What follows belongs to an exercise in optimizing a design on an open flow for small area and a short achievable clock period; a production flow would make more cautious choices. Function was checked by simulation only, so behaviour that the tests miss may differ from the original. Power figures rest on the tool's default switching activity, not on a simulated workload.

**design.v**
```verilog
`timescale 1ns/1ps
 `timescale 1ns/1ps
module uart_core (
   uart_tx, uart_if, rx_rts, prdata,
   uart_rx, uart_cts, pwrite, pwdata, psel, prst_n, penable, pclk,
   paddr
   );
  output        uart_tx;
  output        uart_if;
  output        rx_rts;
  output [31:0] prdata;
  input         uart_rx;
  input         uart_cts;
  input         pwrite;
  input  [31:0] pwdata;
  input         psel;
  input         prst_n;
  input         penable;
  input         pclk;
  input  [31:0] paddr;
  wire setup = psel & ~penable;
  reg  con_we, se_we, br_we, dt_we, ie_we, rxff_rd;
  always @(posedge pclk or negedge prst_n)
    if (!prst_n) begin
      con_we  <= 1'b0;
      se_we   <= 1'b0;
      br_we   <= 1'b0;
      dt_we   <= 1'b0;
      ie_we   <= 1'b0;
      rxff_rd <= 1'b0;
    end else begin
      con_we  <= setup &  pwrite & (paddr[6:0] == 7'h00);
      se_we   <= setup &  pwrite & (paddr[6:0] == 7'h04);
      br_we   <= setup &  pwrite & (paddr[6:0] == 7'h08);
      dt_we   <= setup &  pwrite & (paddr[6:0] == 7'h0C);
      ie_we   <= setup &  pwrite & (paddr[6:0] == 7'h10);
      rxff_rd <= setup & ~pwrite & (paddr[4:0] == 5'h0C);
    end
  wire ctx = con_we & pwdata[5];
  wire crx = con_we & pwdata[6];
  reg [6:0] con;
  reg [2:0] se;
  reg [7:0] brg;
  reg [4:0] ie;
  wire en   = se[0];
  wire d9   = se[1];
  wire bsel = se[2];
  wire af   = con[0] & en;
  always @(posedge pclk or negedge prst_n)
    if (!prst_n) begin
      con <= 7'd0;
      se  <= 3'd0;
      brg <= 8'd0;
      ie  <= 5'd0;
    end else begin
      if (con_we)      con <= pwdata[6:0];
      if (se_we)       se  <= pwdata[2:0];
      if (br_we & ~en) brg <= pwdata[7:0];
      if (ie_we)       ie  <= pwdata[4:0];
    end
  reg [7:0] rxc, txc;
  reg       rx_tick, tx_tick;
  wire [7:0] rxc_n   = (~en | rx_tick) ? 8'd0 : rxc + 8'd1;
  wire [7:0] txc_n   = (~en | tx_tick) ? 8'd0 : (rx_tick ? txc + 8'd1 : txc);
  wire       brg_ld  = br_we & ~en;
  wire       rxtk_n  = (~en | rx_tick) ? (brg_ld ? (pwdata[7:0] == 8'd0) : (brg == 8'd0))
                                       : (rxc + 8'd1 == brg);
  wire       bsel_n  = se_we ? pwdata[2] : bsel;
  wire       txtk_n  = (txc_n == (bsel_n ? 8'd7 : 8'd15)) & rxtk_n;
  always @(posedge pclk) begin
    rxc     <= rxc_n;
    txc     <= txc_n;
    rx_tick <= rxtk_n;
    tx_tick <= txtk_n;
  end
  reg [4:0] tw, tr;
  reg [7:0] tmem [0:15];
  reg [3:0] sbc;
  reg       txne, txnf;
  reg [4:0] te;
  wire t_push = dt_we & txnf;
  reg  tx_complete;                    
  wire d9_n = se_we ? pwdata[1] : d9;
  wire t_pop  = txne & tx_complete;
  wire [4:0] tr_n = t_pop ? tr + 5'd1 : tr;
  wire [4:0] tw_u = t_push ? tw + 5'd1 : tw;
  wire [4:0] tw_n = ctx ? tr : tw_u;
  wire tinc   = t_push & ~t_pop;
  wire tdec   = t_pop & ~t_push;
  wire txne_u = tinc ? (te != 5'd31) : (tdec ? (te != 5'd1)  : (te != 5'd0));
  wire txnf_u = tinc ? (te != 5'd15) : (tdec ? (te != 5'd17) : (te != 5'd16));
  wire [4:0] te_u = tinc ? te + 5'd1 : (tdec ? te - 5'd1 : te);
  wire txne_n = ctx ? t_pop : txne_u;
  wire txnf_n = ctx | txnf_u;
  always @(posedge pclk or negedge prst_n)
    if (!prst_n) begin
      tw   <= 5'd0;
      tr   <= 5'd0;
      txne <= 1'b0;
      txnf <= 1'b1;
      te   <= 5'd0;
    end else begin
      tw   <= tw_n;
      tr   <= tr_n;
      txne <= txne_n;
      txnf <= txnf_n;
      te   <= ctx ? {5{t_pop}} : te_u;
    end
  always @(posedge pclk)
    if (t_push) tmem[tw[3:0]] <= pwdata[7:0];
  reg [9:0] tsr;
  reg       tst;
  reg       tld, tpd9;
  reg [7:0] trd;
  reg       ntx;                       
  wire [7:0] tdata  = tmem[tr[3:0]];
  wire       tx_en  = en & txne;
  wire       fsm_en = ~(af & uart_cts) & tx_en & tx_tick;
  wire       tsh    = tx_tick & tst;
  wire       tst_n  = tst ? (tx_en & ~tx_complete) : fsm_en;
  wire       tload  = fsm_en & ~tsh;
  wire [3:0] sbc_n  = tx_complete ? 4'd0 : (tsh ? sbc + 4'd1 : sbc);
  always @(posedge pclk or negedge prst_n)
    if (!prst_n) begin
      sbc  <= 4'd0;
      tx_complete <= 1'b0;
      tst  <= 1'b0;
      ntx  <= 1'b0;
    end else begin
      if (tsh)         ntx <= ~tsr[1];
      else if (tload)  ntx <= 1'b1;
      sbc  <= sbc_n;
      tx_complete <= (sbc_n == (d9_n ? 4'd10 : 4'd9));
      tst <= tst_n;
    end
  always @(posedge pclk) begin
    trd  <= tdata;
    tld  <= tload;
    if (tload) tpd9 <= d9;
    if (tsh)      tsr <= {1'b1, tsr[9:1]};
    else if (tld) tsr <= {(tpd9 ? ^trd : 1'b1), trd, tsr[0]};
  end
  assign uart_tx = ~ntx;
  reg       rx1, rxs, rx2;
  reg [1:0] rst;
  reg [3:0] samp, bitc;
  reg [9:0] rsr;
  reg       we1, we2, we3;
  wire start_en    = ~rxs & rx2;
  wire rbusy       = rst[1] | rst[0];
  wire samp_pt     = ~bsel ? (samp == 4'd7) : (samp[2:0] == 3'd3);
  wire rsh         = samp_pt & rx_tick;
  reg  rx_complete;                    
  wire [3:0] bitc_n = rx_complete ? 4'd0 : ((rst[1] & rsh) ? bitc + 4'd1 : bitc);
  reg [1:0] rst_nx;
  always @(*)
    case (rst)
      2'd0:    rst_nx = start_en ? 2'd1 : 2'd0;
      2'd1:    rst_nx = rxs ? 2'd0 : (rsh ? 2'd2 : 2'd1);
      2'd2:    rst_nx = rx_complete ? 2'd0 : 2'd2;
      default: rst_nx = 2'd3;
    endcase
  wire [1:0] rst_n = en ? rst_nx : 2'd0;
  always @(posedge pclk or negedge prst_n)
    if (!prst_n) begin
      rx1  <= 1'b0;
      rxs  <= 1'b0;
      rx2  <= 1'b0;
      rst  <= 2'd0;
      samp <= 4'd0;
      bitc <= 4'd0;
      rx_complete <= 1'b0;
    end else begin
      rx1 <= uart_rx;
      rxs <= rx1;
      rx2 <= rxs;
      rst <= rst_n;
      if (~rbusy)       samp <= 4'd0;
      else if (rx_tick) samp <= samp + 4'd1;
      bitc <= bitc_n;
      rx_complete <= (bitc_n == (d9_n ? 4'd10 : 4'd9));
    end
  always @(posedge pclk)
    if (rsh) rsr <= {rxs, rsr[9:1]};
  reg [4:0] rwu, rr;
  reg [3:0] wo;                        
  reg       rxne, rxf;
  reg [9:0] rq [0:15];
  wire dt_wr  = ~rxf & rx_complete;
  wire mem_wr = dt_wr | we1;
  wire pe     = ^rsr[8:0];
  wire fe     = ~rsr[9];
  wire [9:0] fifo_in = d9 ? {rsr[7:0], pe, fe} : {rsr[8:1], 1'b0, fe};
  wire r_pop  = rxne & rxff_rd;
  wire [4:0] rr_n = r_pop ? rr + 5'd1 : rr;
  function [5:0] inc6;
    input [5:0] x;
    integer i;
    for (i = 0; i < 6; i = i + 1) inc6[i] = x[i] ^ (&(x | ~((6'd1 << i) - 6'd1)));
  endfunction
  function [5:0] dec6;
    input [5:0] x;
    integer i;
    for (i = 0; i < 6; i = i + 1) dec6[i] = x[i] ^ ~(|(x & ((6'd1 << i) - 6'd1)));
  endfunction
  reg  [5:0] rd;
  wire [5:0] rd0  = rd;
  wire [5:0] rd1  = dec6(rd);
  wire [5:0] rdn  = r_pop ? rd1 : rd0;
  wire rxne_u = r_pop ? (rd[4:0] != 5'd1)  : (rd[4:0] != 5'd0);
  wire rxf_u  = r_pop ? (rd[4:0] == 5'd17) : (rd[4:0] == 5'd16);
  wire rr31   = &rr;
  wire rwu31  = &rwu;
  wire [5:0] rd_s = (we2 & ~r_pop) ? inc6(rd) : ((r_pop & ~we2) ? rd1 : rd);
  wire [5:0] rd_u = rd_s ^ {(we2 & rwu31) ^ (r_pop & rr31), 5'd0};
  wire [5:0] rd_c = we2 ? (rr31 ? 6'd33 : 6'd1) : 6'd0;
  wire rxne_n = crx ? r_pop : rxne_u;
  wire rxf_n  = ~crx & rxf_u;
  wire [4:0] rw_n = crx ? rr : rwu;
  always @(posedge pclk or negedge prst_n)
    if (!prst_n) begin
      we1  <= 1'b0;
      we2  <= 1'b0;
      we3  <= 1'b0;
      rwu  <= 5'd0;
      rr   <= 5'd0;
      rd   <= 6'd0;
      rxne <= 1'b0;
      rxf  <= 1'b0;
      wo   <= 4'd0;
    end else begin
      we1  <= dt_wr;
      we2  <= we1;
      we3  <= we2;
      rwu  <= rw_n + {4'd0, we2};
      rr   <= rr_n;
      rd   <= crx ? rd_c : rd_u;
      rxne <= rxne_n;
      rxf  <= rxf_n;
      wo   <= crx ? 4'd0 : rdn[3:0];
    end
  wire [15:0] wdec = 16'd1 << wo;
  reg  [9:0] rq_n [0:15];
  integer k;
  always @(*)
    for (k = 0; k < 16; k = k + 1)
      rq_n[k] = (mem_wr & (r_pop ? wdec[(k + 1) % 16] : wdec[k])) ? fifo_in
                : (r_pop ? rq[(k + 1) % 16] : rq[k]);
  always @(posedge pclk)
    for (k = 0; k < 16; k = k + 1)
      rq[k] <= rq_n[k];
  wire [9:0] hd_n  = rq_n[0];
  wire       fe_n  = rxne_u & hd_n[0];
  wire       pe_n  = rxne_u & hd_n[1];
  wire       if_0  = (ie[4] & fe_n) | (ie[3] & pe_n) | (ie[1] & rxf_u) | (ie[0] & txne_u);
  wire       if_ie = (pwdata[4] & fe_n) | (pwdata[3] & pe_n) | (pwdata[1] & rxf_u) | (pwdata[0] & txne_u);
  wire       if_cn = (~pwdata[6] & ((ie[4] & fe_n) | (ie[3] & pe_n) | (ie[1] & rxf_u))) |
                     (ie[0] & (pwdata[5] ? t_pop : txne_u));
  wire       if_n  = ie_we ? if_ie : (con_we ? if_cn : if_0);
  function thr;
    input [1:0] t;
    input [5:0] d;
    case (t)
      2'd0: thr = d[5] | (|d[4:1]);
      2'd1: thr = d[5] | (|d[4:2]);
      2'd2: thr = d[5] | (|d[4:3]);
      2'd3: thr = d[5] | d[4];
    endcase
  endfunction
  wire [5:0] rd1t   = rr31 ? {1'b0, rwu} : rd1;
  wire       rts_0  = af & (r_pop ? thr(con[4:3], rd1t) : thr(con[4:3], rd0));
  wire       rts_se = con[0] & pwdata[0] & thr(con[4:3], rd0);
  wire       rts_cn = pwdata[0] & en & ~pwdata[6] & thr(pwdata[4:3], rd0);
  wire       rts_n  = se_we ? rts_se : (con_we ? rts_cn : rts_0);
  wire       busy_n = tst_n | rst_n[1] | rst_n[0];
  reg  [7:0] prd_nx;
  always @(*)
    case (paddr[7:0])
      8'h00:   prd_nx = {1'b0, con};
      8'h04:   prd_nx = {busy_n, rxne_n, txnf_n, 2'b0, se};
      8'h08:   prd_nx = brg;
      8'h0c:   prd_nx = hd_n[9:2];
      8'h10:   prd_nx = {3'b0, ie};
      8'h14:   prd_nx = {3'b0, rxne_n & hd_n[0], rxne_n & hd_n[1], 1'b0, rxf_n, txne_n};
      default: prd_nx = 8'd0;
    endcase
  reg [7:0] prd;
  reg       if_q, rts_q;
  always @(posedge pclk)
    prd <= prd_nx;
  always @(posedge pclk or negedge prst_n)
    if (!prst_n) begin
      if_q  <= 1'b0;
      rts_q <= 1'b0;
    end else begin
      if_q  <= if_n;
      rts_q <= rts_n;
    end
  assign prdata  = {24'd0, prd};
  assign uart_if = if_q;
  assign rx_rts  = rts_q;
endmodule
```
**flow/run.sh**
```bash
#!/bin/bash
# Standard layout, with the clock tree built without dummy load cells.
# Everything else is the standard flow (standard.sh).
set -o pipefail
cp standard.sh std_copy.sh.txt 2>/dev/null
export CTS_ARGS="-sink_clustering_enable -repair_clock_nets -sink_clustering_size 25 -sink_clustering_max_diameter 70 -buf_list sky130_fd_sc_hd__clkbuf_16 -dont_use_dummy_load"
bash standard.sh finish > standard.log 2>&1
```
**standard.sh**
```bash
#!/bin/bash
# synth_recipe.tcl (not shown) runs the flow's synth.tcl, then flattens the netlist and writes it again
# the make line also repeats each setting of config.mk as NAME=value (left out here)
make -C /OpenROAD-flow-scripts/flow DESIGN_CONFIG=/design/flow/config.mk WORK_HOME=/design/flow/orfs CLKGATE_MAP_FILE= SYNTH_SCRIPT=/design/flow/synth_recipe.tcl "${@:-finish}"
```
**config.mk**
```make
export PLATFORM = sky130hd
export DESIGN_NAME = uart_core
export DESIGN_NICKNAME = uart_core
export VERILOG_FILES = /design/flow/design.v
export SDC_FILE = /design/flow/constraint.sdc
export NUM_CORES = 4
export LEC_CHECK = 0
export CAP_MARGIN = 20
export CORE_MARGIN = 2
export CORE_UTILIZATION = 65
export CTS_BUF_LIST = sky130_fd_sc_hd__clkbuf_16
export CTS_CLUSTER_DIAMETER = 70
export CTS_CLUSTER_SIZE = 25
export SETUP_SLACK_MARGIN = 2.9
export SLEW_MARGIN = 20
```
**constraint.sdc**
```tcl
create_clock -name core_clock -period 5.0 [get_ports {pclk}]
set_input_delay 1.0000 -clock core_clock [delete_from_list [all_inputs] [get_ports {pclk}]]
set_output_delay 1.0000 -clock core_clock [all_outputs]
set_load 0.01 [all_outputs]
```
==> summary.txt, run 1 <==
Outcome
  • Status: timing/DRC/antenna clean

Synth
  • Syn Std Cell Area: between 15,000 and 20,000 sq um
  • Area share of the largest cell type after synthesis: 0.475
  • Seq/Total Area, Yosys: 0.645
  • Ys Warns: 3
  • Top cells by area, synth: edfxtp_1 47%, dfrtp_1 12%, mux4_2 4.9%
  • #FFs+latches synth: 434
  • Asr flop ratio synth: 0.210
  • Main synth FF type: edfxtp_1
  • Count leader, synth: edfxtp_1
  • Unique cell type count in the Yosys netlist: 70
  • Syn Area/Cell: roughly 13 sq um
  • Yosys top cell by area: edfxtp_1
  • EDFF count, synth: 297
  • Commonest cells post-synth: 297 x edfxtp_1, 231 x nand2_1, 160 x o21ai_0
  • Cells after synthesis: about 1,500

STA
  • Final setup viols: 0
  • Max-Slew Margin vs Limit: 0.351
  • Setup TNS Final: 0 ps
  • Slew Viols, Final: 0
  • Final min period: 2130 ps
  • RSZ-0062 raised after global routing: true
  • Post-Route Skew: between 50 and 60 ps
  • Final Hold Viols: 0
  • Period Utilization, post-route: 0.426
  • Tightest Pin Transition: 970 ps
  • Peak Freq: approximately 470 MHz

Worst setup path
  • Top cell family by delay on the critical path: compound AO/OA/AOI/OAI gates
  • Reg2Reg Depth: 8
  • Crit-path slowest cell: dfrtp_2
  • Worst setup path class: flip-flop to flip-flop
  • Crit path cell chain: nand2_4 > ha_4 > or4_4 > o21ai_4 > o21ai_4 > a221oi_2 > a32oi_1 > a21o_1
  • Worst Path Required: between 5000 and 6000 ps
  • Setup crit end kind: flip-flop
  • Worst EP arrival: ~2600 ps
  • Reg-to-reg startpoint: tx_complete$_DFF_PN0_
  • R2r endpoint: if_q$_DFF_PN0_
  • Buf/Inv on CP: 0
  • Crit path launch: tx_complete$_DFF_PN0_
  • Critical path's most frequent cell: o21ai_4
  • CP Capture Point: if_q$_DFF_PN0_
  • Crit path depth: 8
  • Slowest cell delay on critical path: roughly 460 ps
  • Startpoint types: flip-flop
  • CP max FO: 6
  • R2R setup slack: between 2000 and 3000 ps

Clock network
  • Root Driver: clkbuf_16
  • CTS tree: done
  • Clock Latency Late Sink: around 570 ps
  • CTS buffer count: 25
  • Sink Count: around 430
  • CTS Buffer Depth: 3
  • H-tree depth: 1
  • Hold Buf Count CTS: 0
  • Clock slew at reported path FFs: about 90 ps

Floorplanning
  • CORE AREA: 28,500 sq um
  • Die Ht: around 170 microns
  • I/O Pins: approximately 110
  • Die extent in x: around 170 microns
  • Effective utilization at floorplan: 0.658
  • Std-Cell Rows: 62
  • Die Area: roughly 30,000 sq um

Global routing
  • Largest net degree at the start of global routing: approximately 60
  • GR Overflow Total: 0
  • Met1 Usage GRT: 0.428
  • Met3 usage: 0.0597
  • Global Route Usage Sum: 0.268
  • Met2 Use GR: 0.387
  • First-pass GRT wire length: 62,000 microns
  • Antenna violations before repair: 1
  • Number of global-route vias before repair: approximately 11,000
  • GR peak layer: met1

Final layout
  • N_diodes: 0
  • Share of cells above drive strength 1: 0.193
  • Multi-input logic area: 6670 sq um
  • Area grow syn2layout: 11.4%
  • Reg area: between 10,000 and 15,000 sq um
  • Nets: roughly 1,600
  • Final Non-Filler Cells: around 1,900
  • Final Cell Area: 20,900 sq um
  • Fill cells: 1,985

Placed design
  • GP Congestion: between 0.8 and 0.9
  • Dpl hpwl: ~26,000 microns
  • Placed Cells: around 1,800
  • Placed cell area: between 15,000 and 20,000 sq um
  • IO Port Bufs: 33

Routing
  • Via/cell ratio: 6.07
  • DRC: 0
  • 1st-iter DRT viols: around 1,200
  • Drt wl/cell: around 21 microns
  • Routed vias: 11,500
  • Initial DRT Pass Iterations: 5
  • Final wirelength: ~40,000 microns
  • Post-route ant nets: 0

Pwr
  • Pwr Density: just over 300 nW/um^2
  • Static leakage: between 0.007 and 0.008 uW
  • Worst VDD drop: 234 uV

Min path
  • Hold WC Path Type: flip-flop to flip-flop
  • HP Start: rx1$_DFF_PN0_

Job
  • Maxcap violations: 0
[kinds of logic (layout without fill, tap and decap cells)]
kind of cell               after synthesis  count (layout)  synth area share
and+or+nand+nor                        455             458             0.108
buffers and inverters                  127             145            0.0327
AOI/OAI and AO/OA                      254             254            0.0770
other                                    1              24          0.000200
DFF                                    434             434             0.645
xor gates and xnor gates                69              69            0.0329
adders and majority gates               29              29            0.0193
muxes                                  103             103            0.0847
[worst min path at each step]
| stage | slack, ps | endpoint | cells after the start |
|---|---|---|---|
| floorplan | 330 | rxs$_DFF_PN0_ | 0 |
| global placement | 440 | rx2$_DFF_PN0_ | 0 |
| detailed placement | 440 | rx2$_DFF_PN0_ | 0 |
| CTS | 430 | rxs$_DFF_PN0_ | 0 |
| global route | 460 | rxs$_DFF_PN0_ | 0 |
| finish | 430 | rxs$_DFF_PN0_ | 0 |
[cell type report]
cell class	count	area share
inverter	24	0.00454
timing repair buffer	96	0.0443
multi-input combinational	937	0.319
sequential	434	0.580
clock buffer	25	0.0299
tap	384	0.0229
[per-stage QoR]
step           power [uW]  utilization  setup slack [ps]  hold slack, ps
3_5_place_dp         4510        0.679              1790             438
6_report             6460        0.733              2870             431
5_1_grt              6670        0.733              2790             457
3_3_place_gp         4500        0.679              1850             437
4_1_cts              6450        0.721              2770             432
2_1_floorplan        4360            -              2790             331
[state kept, by name (all words and copies together) (netlist names), 9 cells and up]
signal,flops
rq,160
tmem,128
rsr,10
tsr,9
[cell usage in the layout (no fill, tap or decap), types with 6 or more instances in the layout]
cell | netlist | final
conb_1 | 1 | 24
nand3_1 | 23 | 21
clkdlybuf4s50_1 | 0 | 12
mux4_2 | 41 | 41
o21ai_0 | 160 | 153
nor2_2 | 1 | 12
nor4_1 | 8 | 8
clkbuf_16 | 0 | 25
nand2b_1 | 10 | 8
nand3b_1 | 7 | 7
buf_2 | 12 | 10
inv_1 | 23 | 21
dfxtp_1 | 46 | 40
xnor2_1 | 40 | 37
edfxtp_1 | 297 | 297
nand2_2 | 0 | 14
o21ai_1 | 5 | 7
and3_1 | 10 | 10
buf_4 | 26 | 50
xor2_1 | 28 | 28
a31oi_1 | 7 | 6
dfxtp_2 | 0 | 6
mux2_2 | 28 | 27
dfrtp_2 | 0 | 7
nand2_4 | 0 | 14
a22oi_1 | 9 | 8
a21oi_1 | 34 | 34
nand2_1 | 231 | 204
nand4_1 | 17 | 17
dfrtp_1 | 90 | 82
and2_1 | 10 | 6
mux2i_1 | 33 | 32
nor2_1 | 95 | 81
nor3_1 | 14 | 11
ha_1 | 29 | 22
[power breakdown]
group          leakage, uW  switching (uW)  internal [uW]
clock             0.000308            1070            887
sequential         0.00417             119           3920
combinational      0.00344             266            195
total              0.00792            1460           5000
[metal layers]
layer | up-vias | wire length, microns
li1 | 5368 | -
met1 | 5686 | 18100
met2 | 444 | 17700
met3 | 40 | 4090
met4 | 0 | 617
met5 | - | 0
[timing repair]
action / CTS / global route
endpoints found under the setup margin: 318 / 164
pin swaps: 8 / 17
cloned: 5 / 1
resized for setup: 163 / 64
setup buffers: 22 / 13
==> run 2: changes to the inputs <==
--- a/config.mk
+++ b/config.mk
@@ -7,9 +7,10 @@
 export LEC_CHECK = 0
 export CAP_MARGIN = 20
 export CORE_MARGIN = 2
-export CORE_UTILIZATION = 65
+export CORE_UTILIZATION = 60
 export CTS_BUF_LIST = sky130_fd_sc_hd__clkbuf_16
 export CTS_CLUSTER_DIAMETER = 70
 export CTS_CLUSTER_SIZE = 25
+export GPL_ROUTABILITY_DRIVEN = 0
 export SETUP_SLACK_MARGIN = 2.9
 export SLEW_MARGIN = 20
==> summary.txt, run 2 <==
Synth
  • Cells after synthesis: 1,472 (unchanged)
  • EDFF count, synth: 297 (unchanged)
  • Main synth FF type: edfxtp_1 (unchanged)
  • Asr flop ratio synth: 0.210 (unchanged)
  • Yosys top cell by area: edfxtp_1 (unchanged)
  • Syn Std Cell Area: 18,800 sq um (unchanged)
  • Unique cell type count in the Yosys netlist: 70 (unchanged)
  • Seq/Total Area, Yosys: 0.645 (unchanged)
  • #FFs+latches synth: 434 (unchanged)
  • Count leader, synth: edfxtp_1 (unchanged)
  • Top cells by area, synth: edfxtp_1 47%, dfrtp_1 12%, mux4_2 4.9% (unchanged)
  • Ys Warns: 3 (unchanged)
  • Syn Area/Cell: 12.8 sq um (unchanged)
  • Commonest cells post-synth: 297 x edfxtp_1, 231 x nand2_1, 160 x o21ai_0 (unchanged)
  • Area share of the largest cell type after synthesis: 0.475 (unchanged)

Clock network
  • CTS tree: done (unchanged)
  • Clock Latency Late Sink: 570 ps (about the same)
  • CTS buffer count: 27 (was 25)
  • Root Driver: clkbuf_16 (unchanged)
  • Sink Count: 434 (unchanged)
  • H-tree depth: 1 (unchanged)
  • Clock slew at reported path FFs: 90 ps (about the same)
  • CTS Buffer Depth: 3 (unchanged)

Global routing
  • Global Route Usage Sum: 0.246 (was 0.268)
  • First-pass GRT wire length: 61,900 microns (was 62,000 microns)
  • Antenna violations before repair: 0 (was 1)
  • Largest net degree at the start of global routing: 71 (was 61)
  • GR Overflow Total: 0 (unchanged)
  • Number of global-route vias before repair: 10,700 (was 10,800)

Worst setup path
  • Slowest cell delay on critical path: 430 ps (was 460 ps)
  • R2r endpoint: if_q$_DFF_PN0_ (unchanged)
  • Worst setup path class: flip-flop to flip-flop (unchanged)
  • R2R setup slack: 2900 ps (was 2870 ps)
  • Startpoint types: flip-flop (unchanged)
  • Top cell family by delay on the critical path: compound AO/OA/AOI/OAI gates (unchanged)
  • Setup crit end kind: flip-flop (unchanged)
  • Reg2Reg Depth: 9 (was 8)
  • Critical path's most frequent cell: o21ai_4 (unchanged)
  • Worst Path Required: 5440 ps (about the same)
  • CP max FO: 8 (was 6)
  • Worst EP arrival: 2540 ps (was 2570 ps)
  • Buf/Inv on CP: 1 (was 0)
  • Reg-to-reg startpoint: dt_we$_DFF_PN0_ (was tx_complete$_DFF_PN0_)
  • Crit path cell chain: nand2_2 > clkinv_4 > ha_4 > or4_4 > o21ai_4 > o21ai_4 > a221oi_2 > a32oi_1 > a21o_1 (was nand2_4 > ha_4 > or4_4 > o21ai_4 > o21ai_4 > a221oi_2 > a32oi_1 > a21o_1)
  • Crit-path slowest cell: or4_4 (was dfrtp_2)

Min path
  • Worst Hold End: rxs$_DFF_PN0_ (unchanged)
  • HP Start: rx1$_DFF_PN0_ (unchanged)
  • Hold path cells: 0 (unchanged)
  • Hold WC Path Type: flip-flop to flip-flop (unchanged)

STA
  • Fin worst setup slack: 2900 ps (was 2870 ps)
  • Slew Viols, Final: 0 (unchanged)
  • Final setup viols: 0 (unchanged)
  • Setup TNS Final: 0 ps (unchanged)
  • Max-Slew Margin vs Limit: 0.325 (was 0.351)
  • Tightest Pin Transition: 1010 ps (was 970 ps)
  • RSZ-0062 raised after global routing: true (unchanged)
  • Final min period: 2100 ps (was 2130 ps)
  • Period Utilization, post-route: 0.420 (was 0.426)
  • Peak Freq: 477 MHz (was 470 MHz)
  • Final Hold Viols: 0 (unchanged)
  • Post-Route Skew: 45.4 ps (was 52.7 ps)

Pwr
  • Static leakage: 0.00794 uW (was 0.00792 uW)
  • Tot Pwr: 6550 uW (was 6460 uW)
  • Worst VDD drop: 289 uV (was 234 uV)
  • Pwr Density: 311 nW/um^2 (was 308 nW/um^2)

Floorplanning
  • Die Ht: 181 microns (was 174 microns)
  • Die Area: 32,700 sq um (was 30,300 sq um)
  • I/O Pins: 106 (unchanged)
  • CORE AREA: 30,700 sq um (was 28,500 sq um)
  • Std-Cell Rows: 64 (was 62)
  • Effective utilization at floorplan: 0.611 (was 0.658)
  • Die extent in x: 181 microns (was 174 microns)

Placed design
  • IO Port Bufs: 33 (unchanged)
  • Setup WS pre-CTS: 1490 ps (was 1790 ps)
  • Dpl hpwl: 25,900 microns (was 25,500 microns)

Final layout
  • Area grow syn2layout: 12.0% (was 11.4%)
  • Most frequent cells in the layout: 297 x edfxtp_1, 203 x nand2_1, 152 x o21ai_0, 87 x nor2_1, 82 x dfrtp_1 (was 297 x edfxtp_1, 204 x nand2_1, 153 x o21ai_0, 82 x dfrtp_1, 81 x nor2_1)
  • Fin util: 0.684 (was 0.733)
  • Max reg flops: 160 (unchanged)
  • Most flop-heavy register: rq (unchanged)
  • Fill cells: 2,209 (was 1,985)
  • Commonest non-fill, non-tap cell in the layout: edfxtp_1 (unchanged)
  • N_diodes: 0 (unchanged)
  • Share of cells above drive strength 1: 0.197 (was 0.193)
  • Nets: 1,623 (was 1,618)

Routing
  • Drt wl/cell: 21.3 microns (about the same)
  • DRC: 0 (unchanged)
  • 1st-iter DRT viols: 865 (was 1,240)
  • Routed vias: 11,500 (about the same)
  • Initial DRT Pass Iterations: 7 (was 5)
  • Via/cell ratio: 5.98 (was 6.07)
  • Final wirelength: 40,900 microns (was 40,400 microns)
  • Post-route ant nets: 0 (unchanged)

Job
  • Maxcap violations: 0 (unchanged)

Outcome
  • Status: timing/DRC/antenna clean (unchanged)
[run 2: cell types whose count changed in the layout (fill, tap and decap cells not counted), moves of 3 or more]
cell             delta
nor2_2              -8
nor2_1              +6
dlymetal6s2s_1      +3
clkdlybuf4s50_1     -6
buf_2               +4
[run 2: how the worst max path moves through the flow]
stage	to	depth (start not counted)	slack, ps	startpoint
after floorplan	rx_complete$_DFF_PN0_	4	2790	pwdata[1]
after global placement	if_q$_DFF_PN0_	7	1550	pwdata[5]
after detailed placement	if_q$_DFF_PN0_	7	1490	pwdata[5]
after CTS	rq[3][2]$_DFFE_PP_	7	2720	rxff_rd$_DFF_PN0_
after global routing	rq[7][4]$_DFFE_PP_	5	2790	wo[1]$_DFF_PN0_
final	if_q$_DFF_PN0_	9	2900	dt_we$_DFF_PN0_
[run 2: report_power, final]
group | switching [uW] | internal [uW]
sequential | 124 | 3920
clock | 1080 | 953
combinational | 272 | 204
[run 2: area by class of cell]
| cell class | instances | area, sq um | share of cell area |
|---|---|---|---|
| Tap cell | 396 | 495 | 0.0236 |
| Timing Repair Buffer | 95 | 866 | 0.0412 |
| Clock buffer | 27 | 676 | 0.0321 |
| Multi-Input combinational cell | 941 | 6760 | 0.322 |
| Inverter | 24 | 98.8 | 0.00470 |
| Sequential cell | 434 | 12100 | 0.577 |
[run 2: kinds of logic (layout without fill, tap and decap cells)]
kind of cell	count (synthesis)	count (layout)	share of synthesized area
simple gates	455	462	0.108
xor+xnor	69	69	0.0329
other cells	1	24	0.000200
compound gates	254	254	0.0770
fa+ha+maj	29	29	0.0193
buf+inv	127	146	0.0327
flops	434	434	0.645
mux	103	103	0.0847
[run 2: metal layers]
| metal | GRT usage | vias up | wire length, microns |
|---|---|---|---|
| met1 | 0.370 | 5724 | 18600 |
| met3 | 0.0363 | 40 | 2540 |
| li1 | - | 5388 | - |
| met5 | 0 | - | 0 |
| met2 | 0.390 | 317 | 19000 |
| met4 | 0.0442 | 0 | 710 |
[run 2: repair_timing]
item,4_1_cts,5_1_grt
setup buffers,14,24
setup endpoints to repair,365,265
gates cloned,3,7
pin swaps,5,22
hold buffers,0,0
resized for setup,166,83
[run 2: stage by stage]
step                instance area, sq um  std cells  hold slack (ps)
finish                             21000       1917              435
global route                       21000       1917              416
CTS                                20500       1886              422
global placement                   19400       1842              418
floorplan                          18900       1495              331
detailed placement                 19400       1842              421
==> run 3: changes to the inputs <==
--- a/config.mk
+++ b/config.mk
@@ -11,6 +11,6 @@
 export CTS_BUF_LIST = sky130_fd_sc_hd__clkbuf_16
 export CTS_CLUSTER_DIAMETER = 70
 export CTS_CLUSTER_SIZE = 25
-export GPL_ROUTABILITY_DRIVEN = 0
+export GPL_TIMING_DRIVEN = 0
 export SETUP_SLACK_MARGIN = 2.9
 export SLEW_MARGIN = 20
==> summary.txt, run 3 <==
Outcome
  • Status: timing/DRC/antenna clean (unchanged)

Routing
  • Routed vias: 11,900 (was 11,500)
  • Final wirelength: 42,600 microns (was 40,900 microns)
  • 1st-iter DRT viols: 1,144 (was 865)
  • Via/cell ratio: 5.98 (about the same)
  • Drt wl/cell: 21.4 microns (was 21.3 microns)
  • Initial DRT Pass Iterations: 5 (was 7)
  • DRC: 0 (unchanged)
  • Post-route ant nets: 0 (unchanged)

STA
  • Slew Viols, Final: 0 (unchanged)
  • Period Utilization, post-route: 0.427 (was 0.420)
  • Peak Freq: 468 MHz (was 477 MHz)
  • Tightest Pin Transition: 912 ps (was 1010 ps)
  • Final setup viols: 0 (unchanged)
  • Final min period: 2140 ps (was 2100 ps)
  • Final Hold Viols: 0 (unchanged)
  • Hold WS: 310 ps (was 435 ps)
  • Post-Route Skew: 54.5 ps (was 45.4 ps)
  • RSZ-0062 raised after global routing: true (unchanged)
  • Max-Slew Margin vs Limit: 0.392 (was 0.325)

Floorplanning
  • Std-Cell Rows: 64 (unchanged)
  • Die Ht: 181 microns (unchanged)
  • Effective utilization at floorplan: 0.611 (unchanged)
  • CORE AREA: 30,700 sq um (unchanged)
  • I/O Pins: 106 (unchanged)
  • Die extent in x: 181 microns (unchanged)
  • Die Area: 32,700 sq um (unchanged)

Synth
  • Area share of the largest cell type after synthesis: 0.475 (unchanged)
  • Ys Warns: 3 (unchanged)
  • Largest family of logic cells by synthesized area: simple AND/OR/NAND/NOR gates (unchanged)
  • Top cells by area, synth: edfxtp_1 47%, dfrtp_1 12%, mux4_2 4.9% (unchanged)
  • Seq/Total Area, Yosys: 0.645 (unchanged)
  • Commonest cells post-synth: 297 x edfxtp_1, 231 x nand2_1, 160 x o21ai_0 (unchanged)
  • #FFs+latches synth: 434 (unchanged)
  • Syn Area/Cell: 12.8 sq um (unchanged)
  • Syn Std Cell Area: 18,800 sq um (unchanged)
  • Adder-cell share of the synthesized area: 0.0193 (unchanged)
  • Cells after synthesis: 1,472 (unchanged)
  • Mux cell area share after synthesis: 0.0847 (unchanged)
  • Count leader, synth: edfxtp_1 (unchanged)
  • Main synth FF type: edfxtp_1 (unchanged)
  • Unique cell type count in the Yosys netlist: 70 (unchanged)
  • Asr flop ratio synth: 0.210 (unchanged)
  • Synth Area in Compound Gates: 0.0770 (unchanged)
  • Simple-gate share of the synthesized area: 0.108 (unchanged)
  • Synth Area in XOR/XNOR: 0.0329 (unchanged)
  • EDFF count, synth: 297 (unchanged)
  • Yosys top cell by area: edfxtp_1 (unchanged)

Worst setup path
  • Worst Path Required: 5400 ps (was 5440 ps)
  • Crit-path slowest cell: or4_4 (unchanged)
  • Critical path's most frequent cell: o21ai_4 (unchanged)
  • Setup crit end kind: flip-flop (unchanged)
  • Startpoint types: flip-flop (unchanged)
  • Slowest cell delay on critical path: 430 ps (about the same)
  • Crit path cell chain: nand2_4 > ha_4 > or4_4 > o21ai_4 > o21ai_4 > a221oi_2 > a32oi_1 > a21o_1 (was nand2_2 > clkinv_4 > ha_4 > or4_4 > o21ai_4 > o21ai_4 > a221oi_2 > a32oi_1 > a21o_1)
  • Worst EP arrival: 2530 ps (was 2540 ps)
  • CP max FO: 5 (was 8)
  • Reg2Reg Depth: 8 (was 9)
  • Worst setup path class: flip-flop to flip-flop (unchanged)

Final layout
  • Nets: 1,698 (was 1,623)
  • Final Cell Area: 21,500 sq um (was 21,000 sq um)
  • Area grow syn2layout: 14.5% (was 12.0%)
  • Max reg flops: 160 (unchanged)
  • Share of cells above drive strength 1: 0.226 (was 0.197)
  • Most frequent cells in the layout: 297 x edfxtp_1, 211 x nand2_1, 153 x o21ai_0, 82 x dfrtp_1, 79 x nor2_1 (was 297 x edfxtp_1, 203 x nand2_1, 152 x o21ai_0, 87 x nor2_1, 82 x dfrtp_1)
  • Commonest non-fill, non-tap cell in the layout: edfxtp_1 (unchanged)
  • Fill cells: 2,202 (was 2,209)
  • N_diodes: 0 (unchanged)
  • Most flop-heavy register: rq (unchanged)

Clock network
  • Root Driver: clkbuf_16 (unchanged)
  • CTS buffer count: 27 (unchanged)
  • H-tree depth: 1 (unchanged)
  • CTS tree: done (unchanged)
  • Sink Count: 434 (unchanged)
  • Clock Latency Late Sink: 580 ps (was 570 ps)
  • Clock slew at reported path FFs: 100 ps (was 90 ps)
  • Hold Buf Count CTS: 0 (unchanged)
  • CTS Buffer Depth: 3 (unchanged)

Pwr
  • P_int: 5090 uW (was 5080 uW)
  • Net Switching: 1470 uW (was 1480 uW)
  • Combinational power share: 0.078 (was 0.073)
  • Switching share of power: 0.225 (about the same)
  • Worst VDD drop: 322 uV (was 289 uV)
  • Pwr Density: 305 nW/um^2 (was 311 nW/um^2)
  • Static leakage: 0.00814 uW (was 0.00794 uW)
  • Clk pwr share: 0.311 (was 0.310)
  • Seq pwr share: 0.611 (was 0.617)

Global routing
  • Largest net degree at the start of global routing: 68 (was 71)
  • Global Route Usage Sum: 0.263 (was 0.246)
  • Met2 Use GR: 0.423 (was 0.390)
  • Antenna violations before repair: 0 (unchanged)
  • GR Overflow Total: 0 (unchanged)
  • Met3 usage: 0.0335 (was 0.0363)
  • Met1 Usage GRT: 0.392 (was 0.370)
  • Number of global-route vias before repair: 11,500 (was 10,700)
  • First-pass GRT wire length: 66,100 microns (was 61,900 microns)
  • GR peak layer: met2 (unchanged)

Placed design
  • Dpl hpwl: 28,800 microns (was 25,900 microns)
  • GP Congestion: 0.847
  • IO Port Bufs: 33 (unchanged)
  • Placed cell area: 19,800 sq um (was 19,400 sq um)

Min path
  • Hold WC Path Type: input pin to async pin (was flip-flop to flip-flop)

Job
  • Maxcap violations: 0 (unchanged)
run 3: power groups by stage:
stage,combinational [uW],clock [uW],sequential (uW)
finish,513,2040,4010
global route,571,2190,4020
CTS,487,2070,4000
detailed placement,460,0,4080
global placement,446,0,4080
floorplan,308,0,4050
run 3: critical path, delay by kind of cell, from the launching register on:
family / cells / cell delay [ps]
DFF: 1 / 410
adders and majority gates: 1 / 210
AOI/OAI and AO/OA: 5 / 790
and+or+nand+nor: 2 / 570
run 3: cell type report:
class / instances / area (sq um) / area share
buffer: 103 / 668 / 0.0311
clock buffer: 27 / 676 / 0.0314
inverter: 24 / 98.8 / 0.00460
multi-input combinational: 935 / 6810 / 0.317
sequential: 434 / 12100 / 0.564
tap: 396 / 495 / 0.0230
timing repair buffer: 73 / 631 / 0.0293
run 3: metrics by stage:
stage | utilization | TNS (ps) | instances | total power (uW) | setup WS, ps
6_report | 0.700 | 0 | 1992 | 6560 | 2860
5_1_grt | 0.700 | 0 | 1992 | 6790 | 2760
4_1_cts | 0.682 | 0 | 1968 | 6560 | 2790
3_5_place_dp | 0.644 | 0 | 1925 | 4540 | 1480
3_3_place_gp | 0.642 | -88840 | 1924 | 4530 | -1000
2_1_floorplan | - | 0 | 1495 | 4360 | 2790
run 3: metal layers:
| metal | share of wire | wire (microns) |
|---|---|---|
| met1 | 0.44 | 18800 |
| met2 | 0.48 | 20300 |
| met3 | 0.062 | 2640 |
| met4 | 0.020 | 834 |
| met5 | 0 | 0 |
run 3: worst paths after layout:
kind,startpoint,end,slack (ps)
max,txne$_DFF_PN0_,if_q$_DFF_PN0_,2860
min,prst_n,rst[1]$_DFF_PN0_,310
max reg2reg,txne$_DFF_PN0_,if_q$_DFF_PN0_,2860
min reg2reg,rxs$_DFF_PN0_,rx2$_DFF_PN0_,490
max in group asynchronous,prst_n,if_q$_DFF_PN0_,4000
min in group core_clock,rxs$_DFF_PN0_,rx2$_DFF_PN0_,490
run 3: logic make-up after synthesis:
group,Yosys count
and+or+nand+nor,455
adders and majority gates,29
other,1
muxes,103
xor gates and xnor gates,69
buffers and inverters,127
DFF,434
AOI/OAI and AO/OA,254
run 3: repair_timing:
action / CTS / global route
endpoints found under the hold margin: 0 / 0
gates cloned: 0 / 1
gates resized for setup: 191 / 132
pin swaps: 10 / 25
buffers inserted: 16 / 23
setup endpoints to repair: 350 / 326
==> run 4: changes to the inputs <==
==> flow/run.sh (replaced) <==
#!/bin/bash
# Standard layout, with the clock tree built without dummy load cells.
# Everything else is the standard flow (standard.sh).
set -o pipefail
cp standard.sh std_copy.sh.txt 2>/dev/null
export CTS_ARGS="-sink_clustering_enable -repair_clock_nets -sink_clustering_size 20 -sink_clustering_max_diameter 60 -buf_list sky130_fd_sc_hd__clkbuf_16 -dont_use_dummy_load"
bash standard.sh finish > standard.log 2>&1
--- a/config.mk
+++ b/config.mk
@@ -11,6 +11,5 @@
 export CTS_BUF_LIST = sky130_fd_sc_hd__clkbuf_16
 export CTS_CLUSTER_DIAMETER = 70
 export CTS_CLUSTER_SIZE = 25
-export GPL_TIMING_DRIVEN = 0
 export SETUP_SLACK_MARGIN = 2.9
 export SLEW_MARGIN = 20
==> summary.txt, run 4 <==
Synth
  • Main synth FF type: edfxtp_1 (unchanged)
  • Ys Warns: 3 (unchanged)
  • Count leader, synth: edfxtp_1 (unchanged)
  • Syn Std Cell Area: 18,800 sq um (unchanged)
  • #FFs+latches synth: 434 (unchanged)
  • Syn Area/Cell: 12.8 sq um (unchanged)
  • EDFF count, synth: 297 (unchanged)
  • Cells after synthesis: 1,472 (unchanged)
  • Yosys top cell by area: edfxtp_1 (unchanged)
  • Area share of the largest cell type after synthesis: 0.475 (unchanged)
  • Top cells by area, synth: edfxtp_1 47%, dfrtp_1 12%, mux4_2 4.9% (unchanged)
  • Commonest cells post-synth: 297 x edfxtp_1, 231 x nand2_1, 160 x o21ai_0 (unchanged)
  • Unique cell type count in the Yosys netlist: 70 (unchanged)
  • Seq/Total Area, Yosys: 0.645 (unchanged)
  • Asr flop ratio synth: 0.210 (unchanged)

Floorplanning
  • Die extent in x: 181 microns (unchanged)
  • Die Area: 32,700 sq um (unchanged)
  • CORE AREA: 30,700 sq um (unchanged)
  • Effective utilization at floorplan: 0.611 (unchanged)
  • Die Ht: 181 microns (unchanged)
  • I/O Pins: 106 (unchanged)
  • Std-Cell Rows: 64 (unchanged)

STA
  • Fin worst setup slack: 2880 ps (was 2860 ps)
  • Tightest Pin Transition: 844 ps (was 912 ps)
  • Max-Slew Margin vs Limit: 0.435 (was 0.392)
  • Period Utilization, post-route: 0.424 (was 0.427)
  • Final Hold Viols: 0 (unchanged)
  • Slew Viols, Final: 0 (unchanged)
  • Post-Route Skew: 35.9 ps (was 54.5 ps)
  • Peak Freq: 472 MHz (was 468 MHz)
  • Final min period: 2120 ps (was 2140 ps)
  • RSZ-0062 raised after global routing: true (unchanged)
  • Final setup viols: 0 (unchanged)
  • Setup TNS Final: 0 ps (unchanged)

Job
  • Maxcap violations: 0 (unchanged)

Global routing
  • GR Overflow Total: 0 (unchanged)
  • First-pass GRT wire length: 62,300 microns (was 66,100 microns)
  • Global Route Usage Sum: 0.248 (was 0.263)
  • Number of global-route vias before repair: 10,800 (was 11,500)
  • Largest net degree at the start of global routing: 71 (was 68)
  • Antenna violations before repair: 0 (unchanged)

Clock network
  • H-tree depth: 1 (unchanged)
  • Root Driver: clkbuf_16 (unchanged)
  • Hold Buf Count CTS: 0 (unchanged)
  • CTS Buffer Depth: 3 (unchanged)
  • CTS buffer count: 31 (was 27)
  • Clock slew at reported path FFs: 70 ps (was 100 ps)
  • Sink Count: 434 (unchanged)
  • Clock Latency Late Sink: 570 ps (was 580 ps)
  • CTS tree: done (unchanged)

Min path
  • Hold WC Path Type: input pin to async pin (unchanged)

Routing
  • Initial DRT Pass Iterations: 5 (unchanged)
  • DRC: 0 (unchanged)
  • Final wirelength: 41,800 microns (was 42,600 microns)
  • Via/cell ratio: 5.97 (was 5.98)
  • Drt wl/cell: 21.7 microns (was 21.4 microns)
  • 1st-iter DRT viols: 876 (was 1,144)
  • Routed vias: 11,500 (was 11,900)
  • Post-route ant nets: 0 (unchanged)

Placed design
  • Setup WS pre-CTS: 1490 ps (was 1480 ps)
  • IO Port Bufs: 33 (unchanged)
  • Dpl hpwl: 25,900 microns (was 28,800 microns)
  • Placed cell area: 19,400 sq um (was 19,800 sq um)
  • GP Congestion: 0.836 (was 0.847)

Pwr
  • Pwr Density: 317 nW/um^2 (was 305 nW/um^2)
  • Worst VDD drop: 239 uV (was 322 uV)
  • Static leakage: 0.00803 uW (was 0.00814 uW)

Final layout
  • Fin util: 0.690 (was 0.700)
  • Most flop-heavy register: rq (unchanged)
  • Most frequent cells in the layout: 297 x edfxtp_1, 204 x nand2_1, 151 x o21ai_0, 84 x nor2_1, 80 x dfrtp_1 (was 297 x edfxtp_1, 211 x nand2_1, 153 x o21ai_0, 82 x dfrtp_1, 79 x nor2_1)
  • Area grow syn2layout: 12.9% (was 14.5%)
  • Final Cell Area: 21,200 sq um (was 21,500 sq um)
  • Max reg flops: 160 (unchanged)
  • Nets: 1,628 (was 1,698)
  • Share of cells above drive strength 1: 0.203 (was 0.226)
  • Commonest non-fill, non-tap cell in the layout: edfxtp_1 (unchanged)
  • Fill cells: 2,169 (was 2,202)
  • N_diodes: 0 (unchanged)

Worst setup path
  • R2R setup slack: 2880 ps (was 2860 ps)
  • Reg2Reg Depth: 8 (unchanged)
  • Worst setup path class: flip-flop to flip-flop (unchanged)
  • Worst EP arrival: 2590 ps (was 2530 ps)
  • R2r endpoint: if_q$_DFF_PN0_ (unchanged)
  • Startpoint types: flip-flop (unchanged)
  • Worst Path Required: 5470 ps (was 5400 ps)
  • CP max FO: 5 (unchanged)
  • Setup crit end kind: flip-flop (unchanged)
  • Reg-to-reg startpoint: tx_complete$_DFF_PN0_ (was txne$_DFF_PN0_)

Outcome
  • Status: timing/DRC/antenna clean (unchanged)
-- run 4: cell count changes in the layout (fill, tap and decap cells not counted), moves of 6 or more --
| cell | delta |
|---|---|
| buf_6 | -6 |
| mux2i_1 | +8 |
| mux2i_4 | -8 |
| clkbuf_1 | -18 |
| clkbuf_4 | -6 |
| clkbuf_2 | -27 |
| buf_4 | -19 |
| nand2_1 | -7 |
-- run 4: cell families after synthesis --
family / Yosys count / share of synthesized area
and+or+nand+nor: 455 / 0.108
other: 1 / 0.000200
DFF: 434 / 0.645
AOI/OAI and AO/OA: 254 / 0.0770
buffers and inverters: 127 / 0.0327
adders and majority gates: 29 / 0.0193
muxes: 103 / 0.0847
xor gates and xnor gates: 69 / 0.0329
-- run 4: repair_timing --
| action | CTS | global route |
|---|---|---|
| setup buffers | 20 | 20 |
| cloned | 2 | 6 |
| hold endpoints to repair | 0 | 0 |
| setup endpoints to repair | 364 | 229 |
| resized for setup | 164 | 92 |
| pin swaps | 9 | 23 |
-- run 4: metrics by stage --
stage	power (uW)	instances	hold WS, ps
finish	6720	1922	319
global route	6920	1922	311
CTS	6700	1895	448
detailed placement	4520	1842	421
global placement	4500	1842	418
floorplan	4360	1495	331
-- run 4: layout make-up --
type	count	area [sq um]	area share
inverter	24	98.8	0.00466
timing repair buffer	97	918	0.0433
tap	396	495	0.0234
clock buffer	31	776	0.0366
multi-input combinational	940	6790	0.320
sequential	434	12100	0.572
-- run 4: metal layers --
| metal | track usage | wire [microns] | vias to the layer above |
|---|---|---|---|
| met1 | 0.365 | 18400 | 5687 |
| li1 | - | - | 5391 |
| met4 | 0.0472 | 839 | 0 |
| met2 | 0.398 | 19600 | 348 |
| met5 | 0 | 0 | - |
| met3 | 0.0403 | 2970 | 56 |
-- run 4: worst max path at each step --
| stage | from | end | slack (ps) | cells after the start |
|---|---|---|---|---|
| final | tx_complete$_DFF_PN0_ | if_q$_DFF_PN0_ | 2880 | 8 |
| after global routing | tx_complete$_DFF_PN0_ | if_q$_DFF_PN0_ | 2830 | 8 |
| after CTS | rxff_rd$_DFF_PN0_ | rq[3][2]$_DFFE_PP_ | 2780 | 7 |
| after detailed placement | pwdata[5] | if_q$_DFF_PN0_ | 1490 | 7 |
| after global placement | pwdata[5] | if_q$_DFF_PN0_ | 1550 | 7 |
| after floorplan | pwdata[1] | rx_complete$_DFF_PN0_ | 2790 | 4 |
-- run 4: worst max-delay path: stages, from the launching register on --
cell      delay [ps]
dfrtp_2          480
nand2_4          110
ha_4             200
or4_4            430
o21ai_4          180
o21ai_4           90
a221oi_2         270
a32oi_2           90
a21o_1           160
-- run 4: where the power goes --
part           switching, uW  total, uW  internal, uW
registers                126       4050          3920
clock network           1110       2190          1090
logic                    277        480           203
==> run 5: changes to the inputs <==
==> flow/run.sh (replaced) <==
#!/bin/bash
# Standard layout, with the clock tree built without dummy load cells.
# Everything else is the standard flow (standard.sh).
set -o pipefail
cp standard.sh std_copy.sh.txt 2>/dev/null
export CTS_ARGS="-sink_clustering_enable -repair_clock_nets -sink_clustering_size 28 -sink_clustering_max_diameter 70 -buf_list sky130_fd_sc_hd__clkbuf_16 -dont_use_dummy_load"
bash standard.sh finish > standard.log 2>&1
==> summary.txt, run 5 <==
STA
  • Post-Route Skew: 44.5 ps (was 35.9 ps)
  • Max-Slew Margin vs Limit: 0.329 (was 0.435)
  • Tightest Pin Transition: 1010 ps (was 844 ps)
  • RSZ-0062 raised after global routing: true (unchanged)
  • Final setup viols: 0 (unchanged)
  • Setup TNS Final: 0 ps (unchanged)
  • Peak Freq: 470 MHz (was 472 MHz)
  • Final min period: 2130 ps (was 2120 ps)
  • Period Utilization, post-route: 0.426 (was 0.424)
  • Final Hold Viols: 0 (unchanged)
  • Slew Viols, Final: 0 (unchanged)
  • Hold WS: 422 ps (was 319 ps)

Pwr
  • Static leakage: 0.00788 uW (was 0.00803 uW)
  • Worst VDD drop: 286 uV (was 239 uV)
  • Pwr Density: 310 nW/um^2 (was 317 nW/um^2)
  • Tot Pwr: 6500 uW (was 6720 uW)

Floorplanning
  • Effective utilization at floorplan: 0.611 (unchanged)
  • CORE AREA: 30,700 sq um (unchanged)
  • Die extent in x: 181 microns (unchanged)
  • Std-Cell Rows: 64 (unchanged)
  • I/O Pins: 106 (unchanged)
  • Die Area: 32,700 sq um (unchanged)
  • Die Ht: 181 microns (unchanged)

Routing
  • Via/cell ratio: 5.99 (was 5.97)
  • Routed vias: 11,500 (about the same)
  • Final wirelength: 41,100 microns (was 41,800 microns)
  • Post-route ant nets: 0 (unchanged)
  • 1st-iter DRT viols: 855 (was 876)
  • Initial DRT Pass Iterations: 5 (unchanged)
  • Drt wl/cell: 21.5 microns (was 21.7 microns)
  • DRC: 0 (unchanged)

Final layout
  • Fill cells: 2,220 (was 2,169)
  • Final Non-Filler Cells: 1,913 (was 1,922)
  • Most flop-heavy register: rq (unchanged)
  • Commonest non-fill, non-tap cell in the layout: edfxtp_1 (unchanged)
  • Area grow syn2layout: 11.5% (was 12.9%)
  • N_diodes: 0 (unchanged)
  • Nets: 1,619 (was 1,628)
  • Most frequent cells in the layout: 297 x edfxtp_1, 204 x nand2_1, 151 x o21ai_0, 87 x nor2_1, 82 x dfrtp_1 (was 297 x edfxtp_1, 204 x nand2_1, 151 x o21ai_0, 84 x nor2_1, 80 x dfrtp_1)
  • Max reg flops: 160 (unchanged)
  • Share of cells above drive strength 1: 0.193 (was 0.203)

Synth
  • Seq/Total Area, Yosys: 0.645 (unchanged)
  • Syn Std Cell Area: 18,800 sq um (unchanged)
  • Unique cell type count in the Yosys netlist: 70 (unchanged)
  • Main synth FF type: edfxtp_1 (unchanged)
  • Cells after synthesis: 1,472 (unchanged)
  • Area share of the largest cell type after synthesis: 0.475 (unchanged)
  • Commonest cells post-synth: 297 x edfxtp_1, 231 x nand2_1, 160 x o21ai_0 (unchanged)
  • Ys Warns: 3 (unchanged)
  • Yosys top cell by area: edfxtp_1 (unchanged)
  • Asr flop ratio synth: 0.210 (unchanged)
  • Top cells by area, synth: edfxtp_1 47%, dfrtp_1 12%, mux4_2 4.9% (unchanged)
  • EDFF count, synth: 297 (unchanged)
  • Syn Area/Cell: 12.8 sq um (unchanged)
  • #FFs+latches synth: 434 (unchanged)
  • Count leader, synth: edfxtp_1 (unchanged)

Job
  • Maxcap violations: 0 (unchanged)

Clock network
  • CTS Buffer Depth: 3 (unchanged)
  • CTS tree: done (unchanged)
  • Sink Count: 434 (unchanged)
  • H-tree depth: 1 (unchanged)
  • Clock Latency Late Sink: 560 ps (was 570 ps)
  • CTS buffer count: 26 (was 31)
  • Root Driver: clkbuf_16 (unchanged)
  • Hold Buf Count CTS: 0 (unchanged)
  • Clock slew at reported path FFs: 100 ps (was 70 ps)

Worst setup path
  • CP max FO: 6 (was 5)
  • Startpoint types: flip-flop (unchanged)
  • Worst EP arrival: 2550 ps (was 2590 ps)
  • Worst Path Required: 5430 ps (was 5470 ps)
  • Setup crit end kind: flip-flop (unchanged)
  • Worst setup path class: flip-flop to flip-flop (unchanged)

Min path
  • Hold WC Path Type: flip-flop to flip-flop (was input pin to async pin)

Global routing
  • GR Overflow Total: 0 (unchanged)
  • Number of global-route vias before repair: 10,600 (was 10,800)
  • Antenna violations before repair: 0 (unchanged)
  • Largest net degree at the start of global routing: 71 (unchanged)
  • First-pass GRT wire length: 62,100 microns (was 62,300 microns)
  • Global Route Usage Sum: 0.247 (was 0.248)

Placed design
  • Dpl hpwl: 25,900 microns (unchanged)
  • GP Congestion: 0.836 (unchanged)
  • Placed Cells: 1,842 (unchanged)
  • IO Port Bufs: 33 (unchanged)

Outcome
  • Status: timing/DRC/antenna clean (unchanged)
## run 5: cell families (layout without fill, tap and decap cells)
group | count (synthesis) | count (layout) | share of synthesized area
AOI/OAI and AO/OA | 254 | 254 | 0.0770
xor gates and xnor gates | 69 | 69 | 0.0329
adders and majority gates | 29 | 29 | 0.0193
buffers and inverters | 127 | 143 | 0.0327
DFF | 434 | 434 | 0.645
muxes | 103 | 103 | 0.0847
other | 1 | 24 | 0.000200
and+or+nand+nor | 455 | 461 | 0.108
## run 5: power by group
part | total [uW] | leakage (uW) | internal, uW | switching, uW
logic | 468 | 0.00339 | 199 | 269
registers | 4040 | 0.00417 | 3920 | 123
clock network | 1990 | 0.000320 | 921 | 1070
## run 5: final cells by class
cell class                      instances  area [sq um]  share of cell area
Multi-Input combinational cell        940          6730               0.321
Tap cell                              396           495              0.0236
Timing Repair Buffer                   93           836              0.0399
Sequential cell                       434         12100               0.579
Inverter                               24          98.8             0.00472
Clock buffer                           26           651              0.0311
## run 5: routing by layer
layer,up-vias,global-route usage,wire (microns)
li1,5373,-,-
met1,5710,0.372,18800
met2,331,0.396,19000
met3,45,0.0335,2630
met4,0,0.0439,686
met5,-,0,0
## run 5: repair_timing
action	in CTS	in global routing
pin swaps	10	22
gates cloned	2	6
gates resized for setup	164	77
endpoints found under the setup margin	369	239
buffers inserted	17	20
## run 5: final timing paths
kind,slack [ps],depth (start not counted),endpoint,start
setup / recovery,2870,8,if_q$_DFF_PN0_,tx_complete$_DFF_PN0_
hold / removal,420,0,rxs$_DFF_PN0_,rx1$_DFF_PN0_
setup reg to reg,2870,8,if_q$_DFF_PN0_,tx_complete$_DFF_PN0_
hold reg to reg,420,0,rxs$_DFF_PN0_,rx1$_DFF_PN0_
max in group asynchronous,3440,2,con[6]$_DFFE_PN0P_,prst_n
min in group asynchronous,590,1,bitc[3]$_DFF_PN0_,prst_n
## run 5: critical path, stage by stage, from the launching register on
cell and delay [ps]:
dfrtp_2 470, nand2_4 110, ha_4 200, or4_4 430, o21ai_4 190, o21ai_4 110
a221oi_2 240, a32oi_1 80, a21o_1 160
## run 5: metrics by stage
| stage | worst slack [ps] | instance area [sq um] | util |
|---|---|---|---|
| after floorplan | 2790 | 18900 | - |
| after global routing | 2800 | 21000 | 0.681 |
| after CTS | 2750 | 20500 | 0.666 |
| after global placement | 1550 | 19400 | 0.630 |
| after detailed placement | 1490 | 19400 | 0.630 |
| final | 2870 | 21000 | 0.681 |
==> run 6: changes to the inputs <==
==> flow/run.sh (replaced) <==
#!/bin/bash
# Standard layout, with the clock tree built without dummy load cells.
# Everything else is the standard flow (standard.sh).
set -o pipefail
cp standard.sh std_copy.sh.txt 2>/dev/null
export CTS_ARGS="-sink_clustering_enable -repair_clock_nets -sink_clustering_size 30 -sink_clustering_max_diameter 80 -buf_list sky130_fd_sc_hd__clkbuf_16 -dont_use_dummy_load"
bash standard.sh finish > standard.log 2>&1
==> summary.txt, run 6 <==
Worst setup path
  • CP Capture Point: prd[3]$_DFF_P_ (was if_q$_DFF_PN0_)
  • Reg-to-reg startpoint: tx_complete$_DFF_PN0_ (unchanged)
  • Worst setup path class: input pin to flip-flop (was flip-flop to flip-flop)
  • Crit-path slowest cell: clkdlybuf4s50_1 (was dfrtp_2)
  • Slowest cell delay on critical path: 530 ps (was 470 ps)
  • Worst EP arrival: 2570 ps (was 2550 ps)
  • R2r endpoint: if_q$_DFF_PN0_ (unchanged)
  • Worst Path Required: 5420 ps (was 5430 ps)
  • Setup crit end kind: flip-flop (unchanged)
  • Reg2Reg Depth: 8 (unchanged)
  • CP max FO: 5 (was 6)
  • R2R setup slack: 2850 ps (was 2870 ps)
  • Crit path cell chain: clkdlybuf4s50_1 > nand2b_2 > nor2_4 > a221o_1 > a21o_1 > a31o_1 (was nand2_4 > ha_4 > or4_4 > o21ai_4 > o21ai_4 > a221oi_2 > a32oi_1 > a21o_1)
  • Startpoint types: input pin (was flip-flop)
  • Crit path launch: paddr[3] (was tx_complete$_DFF_PN0_)

Clock network
  • Hold Buf Count CTS: 0 (unchanged)
  • Clock Latency Late Sink: 540 ps (was 560 ps)
  • H-tree depth: 1 (unchanged)
  • CTS buffer count: 19 (was 26)
  • Sink Count: 434 (unchanged)
  • CTS Buffer Depth: 3 (unchanged)
  • Clock slew at reported path FFs: 110 ps (was 100 ps)
  • Root Driver: clkbuf_16 (unchanged)
  • CTS tree: done (unchanged)

Pwr
  • Pwr Density: 298 nW/um^2 (was 310 nW/um^2)
  • Clk pwr share: 0.275 (was 0.306)
  • Switching share of power: 0.227 (was 0.225)
  • P_int: 4810 uW (was 5040 uW)
  • Combinational power share: 0.075 (was 0.072)
  • Worst VDD drop: 260 uV (was 286 uV)
  • Tot Pwr: 6220 uW (was 6500 uW)
  • Net Switching: 1410 uW (was 1460 uW)
  • Static leakage: 0.00779 uW (was 0.00788 uW)
  • Seq pwr share: 0.650 (was 0.622)

STA
  • Peak Freq: 465 MHz (was 470 MHz)
  • Setup TNS Final: 0 ps (unchanged)
  • Final min period: 2150 ps (was 2130 ps)
  • RSZ-0062 raised after global routing: true (unchanged)
  • Final setup viols: 0 (unchanged)
  • Post-Route Skew: 40.5 ps (was 44.5 ps)
  • Period Utilization, post-route: 0.430 (was 0.426)
  • Final Hold Viols: 0 (unchanged)
  • Tightest Pin Transition: 1010 ps (about the same)
  • Max-Slew Margin vs Limit: 0.330 (was 0.329)
  • Slew Viols, Final: 0 (unchanged)

Final layout
  • Final Non-Filler Cells: 1,906 (was 1,913)
  • Commonest non-fill, non-tap cell in the layout: edfxtp_1 (unchanged)
  • Nets: 1,612 (was 1,619)
  • Max reg flops: 160 (unchanged)
  • Area grow syn2layout: 10.9% (was 11.5%)
  • Share of cells above drive strength 1: 0.194 (was 0.193)
  • Most frequent cells in the layout: 297 x edfxtp_1, 204 x nand2_1, 151 x o21ai_0, 87 x nor2_1, 79 x dfrtp_1 (was 297 x edfxtp_1, 204 x nand2_1, 151 x o21ai_0, 87 x nor2_1, 82 x dfrtp_1)
  • Most flop-heavy register: rq (unchanged)
  • N_diodes: 0 (unchanged)

Routing
  • Drt wl/cell: 21.6 microns (was 21.5 microns)
  • Routed vias: 11,400 (was 11,500)
  • Post-route ant nets: 0 (unchanged)
  • Initial DRT Pass Iterations: 5 (unchanged)
  • Via/cell ratio: 5.97 (was 5.99)
  • Routed wl met3: 2570 microns (was 2630 microns)
  • Final wirelength: 41,200 microns (was 41,100 microns)
  • Routed length on met1: 18,700 microns (was 18,800 microns)
  • Routed wire length on met2: 19,300 microns (was 19,000 microns)
  • Highest Signal Layer: met4 (unchanged)
  • DRC: 0 (unchanged)
  • 1st-iter DRT viols: 981 (was 855)

Placed design
  • IO Port Bufs: 33 (unchanged)
  • Placed Cells: 1,842 (unchanged)
  • Dpl hpwl: 25,900 microns (unchanged)
  • GP Congestion: 0.836 (unchanged)

Synth
  • Area share of the largest cell type after synthesis: 0.475 (unchanged)
  • Cells after synthesis: 1,472 (unchanged)
  • Commonest cells post-synth: 297 x edfxtp_1, 231 x nand2_1, 160 x o21ai_0 (unchanged)
  • Syn Area/Cell: 12.8 sq um (unchanged)
  • Ys Warns: 3 (unchanged)
  • Yosys top cell by area: edfxtp_1 (unchanged)
  • Main synth FF type: edfxtp_1 (unchanged)
  • EDFF count, synth: 297 (unchanged)
  • Asr flop ratio synth: 0.210 (unchanged)
  • #FFs+latches synth: 434 (unchanged)
  • Seq/Total Area, Yosys: 0.645 (unchanged)
  • Top cells by area, synth: edfxtp_1 47%, dfrtp_1 12%, mux4_2 4.9% (unchanged)
  • Syn Std Cell Area: 18,800 sq um (unchanged)
  • Count leader, synth: edfxtp_1 (unchanged)
  • Unique cell type count in the Yosys netlist: 70 (unchanged)

Floorplanning
  • Effective utilization at floorplan: 0.611 (unchanged)
  • Die Ht: 181 microns (unchanged)
  • Die extent in x: 181 microns (unchanged)
  • CORE AREA: 30,700 sq um (unchanged)
  • Die Area: 32,700 sq um (unchanged)
  • Std-Cell Rows: 64 (unchanged)
  • I/O Pins: 106 (unchanged)

Global routing
  • GR Overflow Total: 0 (unchanged)
  • First-pass GRT wire length: 62,100 microns (about the same)
  • Largest net degree at the start of global routing: 71 (unchanged)
  • Global Route Usage Sum: 0.248 (was 0.247)
  • Antenna violations before repair: 0 (unchanged)
  • Number of global-route vias before repair: 10,600 (about the same)

Min path
  • Hold WC Path Type: flip-flop to flip-flop (unchanged)

Job
  • Maxcap violations: 0 (unchanged)

Outcome
  • Status: timing/DRC/antenna clean (unchanged)
==> run 6: cell count changes in the layout (fill, tap and decap cells not counted), moves of 3 or more <==
| cell | change |
|---|---|
| dfxtp_2 | +4 |
| dfxtp_1 | -4 |
| dfrtp_2 | +3 |
| clkdlybuf4s50_1 | +3 |
| buf_4 | -4 |
| clkbuf_16 | -7 |
| buf_12 | +4 |
| dlymetal6s2s_1 | -4 |
| dfrtp_1 | -3 |
==> run 6: area by class of cell <==
type,instances,area [sq um]
well taps,396,495
multi-input cells,940,6730
repair buffers,93,897
clock buffers,19,475
inverters,24,98.8
fillers,2208,9900
flip-flops and latches,434,12100
==> run 6: power groups by stage <==
stage | Clock, uW | Sequential, uW | Combinational [uW]
2_1_floorplan | 0 | 4050 | 308
3_3_place_gp | 0 | 4100 | 395
3_5_place_dp | 0 | 4110 | 412
4_1_cts | 1740 | 4030 | 441
5_1_grt | 1840 | 4060 | 522
6_report | 1710 | 4040 | 469
==> run 6: through the flow <==
| step | util | area (sq um) | hold WS, ps | setup WS [ps] |
|---|---|---|---|---|
| after global routing | 0.678 | 20800 | 456 | 2780 |
| after CTS | 0.663 | 20400 | 454 | 2760 |
| after floorplan | - | 18900 | 331 | 2790 |
| after global placement | 0.630 | 19400 | 418 | 1550 |
| final | 0.678 | 20800 | 455 | 2850 |
| after detailed placement | 0.630 | 19400 | 421 | 1490 |
==> run 6: layer usage <==
metal  global-route usage  vias to the layer above
met4               0.0446                        0
li1                     -                     5351
met2                0.394                      327
met5                    0                        -
met1                0.372                     5669
met3               0.0391                       34
==> run 6: worst max-delay path, delay by kind of cell <==
kind	cells	cell delay (ps)
buffers and inverters	1	530
AND/OR/NAND/NOR	2	320
AO/OA/AOI/OAI	3	720
==> run 6: cells by family (layout without fill, tap and decap cells) <==
| family | Yosys count | after routing | share of synthesized area |
|---|---|---|---|
| adder cells (fa/ha/maj) | 29 | 29 | 0.0193 |
| multiplexers | 103 | 103 | 0.0847 |
| other | 1 | 24 | 0.000200 |
| AND/OR/NAND/NOR | 455 | 461 | 0.108 |
| XOR/XNOR | 69 | 69 | 0.0329 |
| buffers and inverters | 127 | 136 | 0.0327 |
| AO/OA/AOI/OAI | 254 | 254 | 0.0770 |
| flip-flops | 434 | 434 | 0.645 |
==> run 6: what timing repair did <==
item | CTS | global route
pin swaps | 13 | 23
gates cloned | 3 | 6
endpoints found under the setup margin | 371 | 235
buffers inserted | 18 | 18
resized for setup | 167 | 82
==> run 6: worst min-delay path by stage <==
| stage | from | endpoint | slack, ps | cells past startpoint |
|---|---|---|---|---|
| 6_report | rxs$_DFF_PN0_ | rx2$_DFF_PN0_ | 460 | 0 |
| 5_1_grt | rx1$_DFF_PN0_ | rxs$_DFF_PN0_ | 460 | 0 |
| 4_1_cts | rxs$_DFF_PN0_ | rx2$_DFF_PN0_ | 450 | 0 |
| 3_5_place_dp | rxs$_DFF_PN0_ | rx2$_DFF_PN0_ | 420 | 0 |
| 3_3_place_gp | rxs$_DFF_PN0_ | rx2$_DFF_PN0_ | 420 | 0 |
| 2_1_floorplan | rx1$_DFF_PN0_ | rxs$_DFF_PN0_ | 330 | 0 |

## re-timing with driven ports
The flow's constraints put no driver on any port. The routed layouts listed below were extracted and timed again, unchanged, in two steps.
Step 1: set_driving_cell puts a clkbuf_16 on pclk and a buf_2 on each other input, an assumption about the parent block.
Step 2, shift: input delay + t, output delay - t, t = (earliest + latest rising clock arrival at the registers) / 2. This alone moves slack from input paths to output paths.
a / b / c = no drivers / after step 1 / after step 2; a / b = the first two.
run	t, ns	setup WS [ns]
run 1	0.589	2.871 / 2.871 / 2.340
run 2	0.599	2.902 / 2.873 / 2.360
run 3	0.601	2.863 / 2.863 / 2.311
run 4	0.607	2.881 / 2.839 / 2.359
run 5	0.591	2.872 / 2.857 / 2.321
run 6	0.570	2.852 / 2.854 / 2.308
After both steps every run listed still meets setup and hold.
